Source: an optimization exercise on an open RTL-to-GDS flow (aim: small area). Production flows keep margins and buffers that such runs may drop.
In this exercise RTL edits were held to simulation tests only and were not proved equivalent to the original.
The flow treats the clock pin as an ideal source. Dropping or thinning the clock tree relies on that and would not hold on a real chip.

red:
// fir_filter
module fir_filter(clk,reset,data_in,data_out);
input clk,reset;
input signed [15:0] data_in;  
output reg signed [15:0] data_out;  
reg [15:0] x0, x1, x2, x3, x4, x5, x6, x7;
wire [15:0] y;
always @(posedge clk or posedge reset)
  if (reset) begin
    x0 <= 0; x1 <= 0; x2 <= 0; x3 <= 0;
    x4 <= 0; x5 <= 0; x6 <= 0; x7 <= 0;
    data_out <= 0;
  end else begin
    x0 <= data_in; x1 <= x0; x2 <= x1; x3 <= x2;
    x4 <= x3; x5 <= x4; x6 <= x5; x7 <= x6;
    data_out <= y;
  end
  wire n1 = x1[0] ^ x6[0];
  wire n2 = x1[0] & x6[0];
  wire n3, n4;
  fir_fa u_n3 (.a(x1[1]), .b(x6[1]), .c(n2), .s(n3), .co(n4));
  wire n5, n6;
  fir_fa u_n5 (.a(x1[2]), .b(x6[2]), .c(n4), .s(n5), .co(n6));
  wire n7, n8;
  fir_fa u_n7 (.a(x1[3]), .b(x6[3]), .c(n6), .s(n7), .co(n8));
  wire n9, n10;
  fir_fa u_n9 (.a(x1[4]), .b(x6[4]), .c(n8), .s(n9), .co(n10));
  wire n11, n12;
  fir_fa u_n11 (.a(x1[5]), .b(x6[5]), .c(n10), .s(n11), .co(n12));
  wire n13, n14;
  fir_fa u_n13 (.a(x1[6]), .b(x6[6]), .c(n12), .s(n13), .co(n14));
  wire n15, n16;
  fir_fa u_n15 (.a(x1[7]), .b(x6[7]), .c(n14), .s(n15), .co(n16));
  wire n17, n18;
  fir_fa u_n17 (.a(x1[8]), .b(x6[8]), .c(n16), .s(n17), .co(n18));
  wire n19, n20;
  fir_fa u_n19 (.a(x1[9]), .b(x6[9]), .c(n18), .s(n19), .co(n20));
  wire n21, n22;
  fir_fa u_n21 (.a(x1[10]), .b(x6[10]), .c(n20), .s(n21), .co(n22));
  wire n23, n24;
  fir_fa u_n23 (.a(x1[11]), .b(x6[11]), .c(n22), .s(n23), .co(n24));
  wire n25, n26;
  fir_fa u_n25 (.a(x1[12]), .b(x6[12]), .c(n24), .s(n25), .co(n26));
  wire n27, n28;
  fir_fa u_n27 (.a(x1[13]), .b(x6[13]), .c(n26), .s(n27), .co(n28));
  wire n29, n30;
  fir_fa u_n29 (.a(x1[14]), .b(x6[14]), .c(n28), .s(n29), .co(n30));
  wire n31, n32;
  fir_fa u_n31 (.a(x1[15]), .b(x6[15]), .c(~n30), .s(n31), .co(n32));
  wire n33 = x2[0] ^ x5[0];
  wire n34 = x2[0] & x5[0];
  wire n35, n36;
  fir_fa u_n35 (.a(x2[1]), .b(x5[1]), .c(n34), .s(n35), .co(n36));
  wire n37, n38;
  fir_fa u_n37 (.a(x2[2]), .b(x5[2]), .c(n36), .s(n37), .co(n38));
  wire n39, n40;
  fir_fa u_n39 (.a(x2[3]), .b(x5[3]), .c(n38), .s(n39), .co(n40));
  wire n41, n42;
  fir_fa u_n41 (.a(x2[4]), .b(x5[4]), .c(n40), .s(n41), .co(n42));
  wire n43, n44;
  fir_fa u_n43 (.a(x2[5]), .b(x5[5]), .c(n42), .s(n43), .co(n44));
  wire n45, n46;
  ...
Settings: LEC_CHECK=0, CAP_MARGIN=20, CORE_MARGIN=2, CORE_UTILIZATION=60, GPL_TIMING_DRIVEN=0, SLEW_MARGIN=20, SYNTH_HIERARCHICAL=1; clock period 13.0 ns.
standard.sh (not shown) runs the stock make flow with config.mk's settings and CLKGATE_MAP_FILE= SYNTH_SCRIPT=/design/flow/synth_recipe.tcl, a recipe that flattens the netlist after the stock synthesis.
==> flow/flow/run.sh <==
#!/bin/bash
set -euo pipefail
export CTS_ARGS="-sink_clustering_enable -repair_clock_nets -buf_list sky130_fd_sc_hd__clkbuf_8 -dont_use_dummy_load"
bash standard.sh > standard_flow.log 2>&1
Here is what was changed in the inputs of blue compared with red.
==> flow/flow/run.sh <==
#!/bin/bash
set -euo pipefail
export CTS_ARGS="-sink_clustering_enable -repair_clock_nets -buf_list sky130_fd_sc_hd__clkbuf_8 -sink_clustering_size 24 -sink_clustering_max_diameter 150 -dont_use_dummy_load"
bash standard.sh > standard_flow.log 2>&1
Results
Re total standard cell area after synthesis: no difference whatsoever between blue and red.
There was hardly any difference in final weighted congestion in routability-driven placement between blue and red.
Diff red..blue | worst clock skew | unchanged
On final area, blue tracks red almost exactly.

========
lane 5:
fir_filter, a different RTL version from the one above (not shown whole).
For scale: roughly 670 cells after synthesis, roughly 140 flip-flops, ~0.011 mm² of cells after synthesis.
## fir_filter
module fir_filter(clk,reset,data_in,data_out);
input clk,reset;
input signed [15:0] data_in;  
output reg signed [15:0] data_out;  
reg [15:0] x0, x1, x2, x3, x4, x5, x6, x7;
wire [15:0] y;
always @(posedge clk or posedge reset)
  if (reset) begin
    x0 <= 0; x1 <= 0; x2 <= 0; x3 <= 0;
    x4 <= 0; x5 <= 0; x6 <= 0; x7 <= 0;
    data_out <= 0;
  end else begin
    x0 <= data_in; x1 <= x0; x2 <= x1; x3 <= x2;
    x4 <= x3; x5 <= x4; x6 <= x5; x7 <= x6;
    data_out <= y;
  end
  wire n1 = x1[0] ^ x6[0];
  wire n2 = x1[0] & x6[0];
  wire n3, n4;
  fir_fa u_n3 (.a(x1[1]), .b(x6[1]), .c(n2), .s(n3), .co(n4));
  wire n5, n6;
  fir_fa u_n5 (.a(x1[2]), .b(x6[2]), .c(n4), .s(n5), .co(n6));
  wire n7, n8;
  fir_fa u_n7 (.a(x1[3]), .b(x6[3]), .c(n6), .s(n7), .co(n8));
  wire n9, n10;
  fir_fa u_n9 (.a(x1[4]), .b(x6[4]), .c(n8), .s(n9), .co(n10));
  wire n11, n12;
  fir_fa u_n11 (.a(x1[5]), .b(x6[5]), .c(n10), .s(n11), .co(n12));
  wire n13, n14;
  fir_fa u_n13 (.a(x1[6]), .b(x6[6]), .c(n12), .s(n13), .co(n14));
  wire n15, n16;
  fir_fa u_n15 (.a(x1[7]), .b(x6[7]), .c(n14), .s(n15), .co(n16));
  wire n17, n18;
  fir_fa u_n17 (.a(x1[8]), .b(x6[8]), .c(n16), .s(n17), .co(n18));
  wire n19, n20;
  fir_fa u_n19 (.a(x1[9]), .b(x6[9]), .c(n18), .s(n19), .co(n20));
  wire n21, n22;
  fir_fa u_n21 (.a(x1[10]), .b(x6[10]), .c(n20), .s(n21), .co(n22));
  wire n23, n24;
  fir_fa u_n23 (.a(x1[11]), .b(x6[11]), .c(n22), .s(n23), .co(n24));
  wire n25, n26;
  fir_fa u_n25 (.a(x1[12]), .b(x6[12]), .c(n24), .s(n25), .co(n26));
  wire n27, n28;
  fir_fa u_n27 (.a(x1[13]), .b(x6[13]), .c(n26), .s(n27), .co(n28));
  wire n29, n30;
  fir_fa u_n29 (.a(x1[14]), .b(x6[14]), .c(n28), .s(n29), .co(n30));
  wire n31, n32;
  fir_fa u_n31 (.a(x1[15]), .b(x6[15]), .c(~n30), .s(n31), .co(n32));
  wire n33 = x2[0] ^ x5[0];
  wire n34 = x2[0] & x5[0];
  wire n35, n36;
  fir_fa u_n35 (.a(x2[1]), .b(x5[1]), .c(n34), .s(n35), .co(n36));
  wire n37, n38;
  fir_fa u_n37 (.a(x2[2]), .b(x5[2]), .c(n36), .s(n37), .co(n38));
  wire n39, n40;
  fir_fa u_n39 (.a(x2[3]), .b(x5[3]), .c(n38), .s(n39), .co(n40));
  wire n41, n42;
  fir_fa u_n41 (.a(x2[4]), .b(x5[4]), .c(n40), .s(n41), .co(n42));
  wire n43, n44;
  fir_fa u_n43 (.a(x2[5]), .b(x5[5]), .c(n42), .s(n43), .co(n44));
  wire n45, n46;
  fir_fa u_n45 (.a(x2[6]), .b(x5[6]), .c(n44), .s(n45), .co(n46));
  ...
clock: 13.0 ns
lec_check: 0
cap_margin: 20
core_margin: 2
core_utilization: 66
gpl_timing_driven: 0
slew_margin: 20
synth_hierarchical: 1
==> flow/flow/run.sh <==
#!/bin/bash
# The standard layout (bash standard.sh) with these changes:
#  - port buffers (one per input and output port, as standard) use buf_1 cells;
#  - after clock tree synthesis, its tree is replaced (POST_CTS_TCL hook) by a
#    two-level tree: clk -> one clkbuf_8 -> 9 clkbuf_8, each driving the
#    flip-flops of one placement cluster (flow/mantree.tcl, flow/rebuild.tcl).
# standard.sh's output goes to standard_flow.log; ORFS's per-step logs stay in orfs/logs.
set -euo pipefail
FLOWDIR="$PWD/flow"
cat > "$PWD/post_cts.tcl" <<EOF
source $FLOWDIR/mantree.tcl
source $FLOWDIR/rebuild.tcl
clktree_rebuild 9 sky130_fd_sc_hd__clkbuf_8 sky130_fd_sc_hd__clkbuf_8
detailed_placement
check_placement -verbose
estimate_parasitics -placement
report_worst_slack -max
report_worst_slack -min
EOF
export POST_CTS_TCL="$PWD/post_cts.tcl"
export BUFFER_PORTS_ARGS="-buffer_cell sky130_fd_sc_hd__buf_1"
export CTS_ARGS="-sink_clustering_enable -repair_clock_nets -buf_list sky130_fd_sc_hd__clkbuf_8 -dont_use_dummy_load"
bash standard.sh > standard_flow.log 2>&1
Other scripts of this flow, unchanged in this note and not shown: flow/flow/mantree.tcl, flow/flow/rebuild.tcl
#### Input delta (lane 3 over lane 5)
- changing CORE_UTILIZATION from 66 to 72
diff --git a/flow/flow/run.sh b/flow/flow/run.sh
--- a/flow/flow/run.sh
+++ b/flow/flow/run.sh
@@ -5 +5 @@
-#    two-level tree: clk -> one clkbuf_8 -> 9 clkbuf_8, each driving the
+#    two-level tree: clk -> one clkbuf_8 -> 8 clkbuf_8, each driving the
@@ -13 +13 @@
-clktree_rebuild 9 sky130_fd_sc_hd__clkbuf_8 sky130_fd_sc_hd__clkbuf_8
+clktree_rebuild 8 sky130_fd_sc_hd__clkbuf_8 sky130_fd_sc_hd__clkbuf_8
--- outcome ---
Flip-flop and latch share of the layout cell area across lane 5 and lane 3: no real change.
[lane 3 vs lane 5] transition at the pin with the smallest max-transition slack: lower in lane 3
Routed wire in lane 3 totals more than in lane 5.
Lane 3 -> lane 5: design area flat
Routed wire length per instance of lane 3 exceeds that of lane 5 by a few percent.
In every run of this note, the design's own scripts or RTL, not TritonCTS, make the clock network.

[static timing again, ports no longer ideal]
How much do the figures lean on ideal ports? The routed layouts below were timed once more, with nothing changed but the port constraints.
Step 1 (the two cells are an assumption about what drives the block):
set clk [get_ports {clk}]
set_driving_cell -lib_cell sky130_fd_sc_hd__clkbuf_16 $clk
set_driving_cell -lib_cell sky130_fd_sc_hd__buf_2 [delete_from_list [all_inputs] $clk]
Step 2 also shifts input and output timing later by t, the mid clock arrival at the registers, as if the neighbouring blocks saw the same clock.
Slacks: no drivers / after step 1 / after step 2; pairs: no drivers / after step 1.
| run | t, ns | slack for setup (ns) | worst data-port slew with drivers (ns) |
|---|---|---|---|
| red | 0.477 | 0.679 / 0.679 / 0.679 | 0.03 |
| blue | 0.477 | 0.679 / 0.679 / 0.679 | 0.03 |
| lane 5 | 0.451 | 0.392 / 0.392 / 0.392 | 0.04 |
| lane 3 | 0.445 | 0.412 / 0.412 / 0.412 | 0.04 |
After both steps every run listed still meets setup and hold.
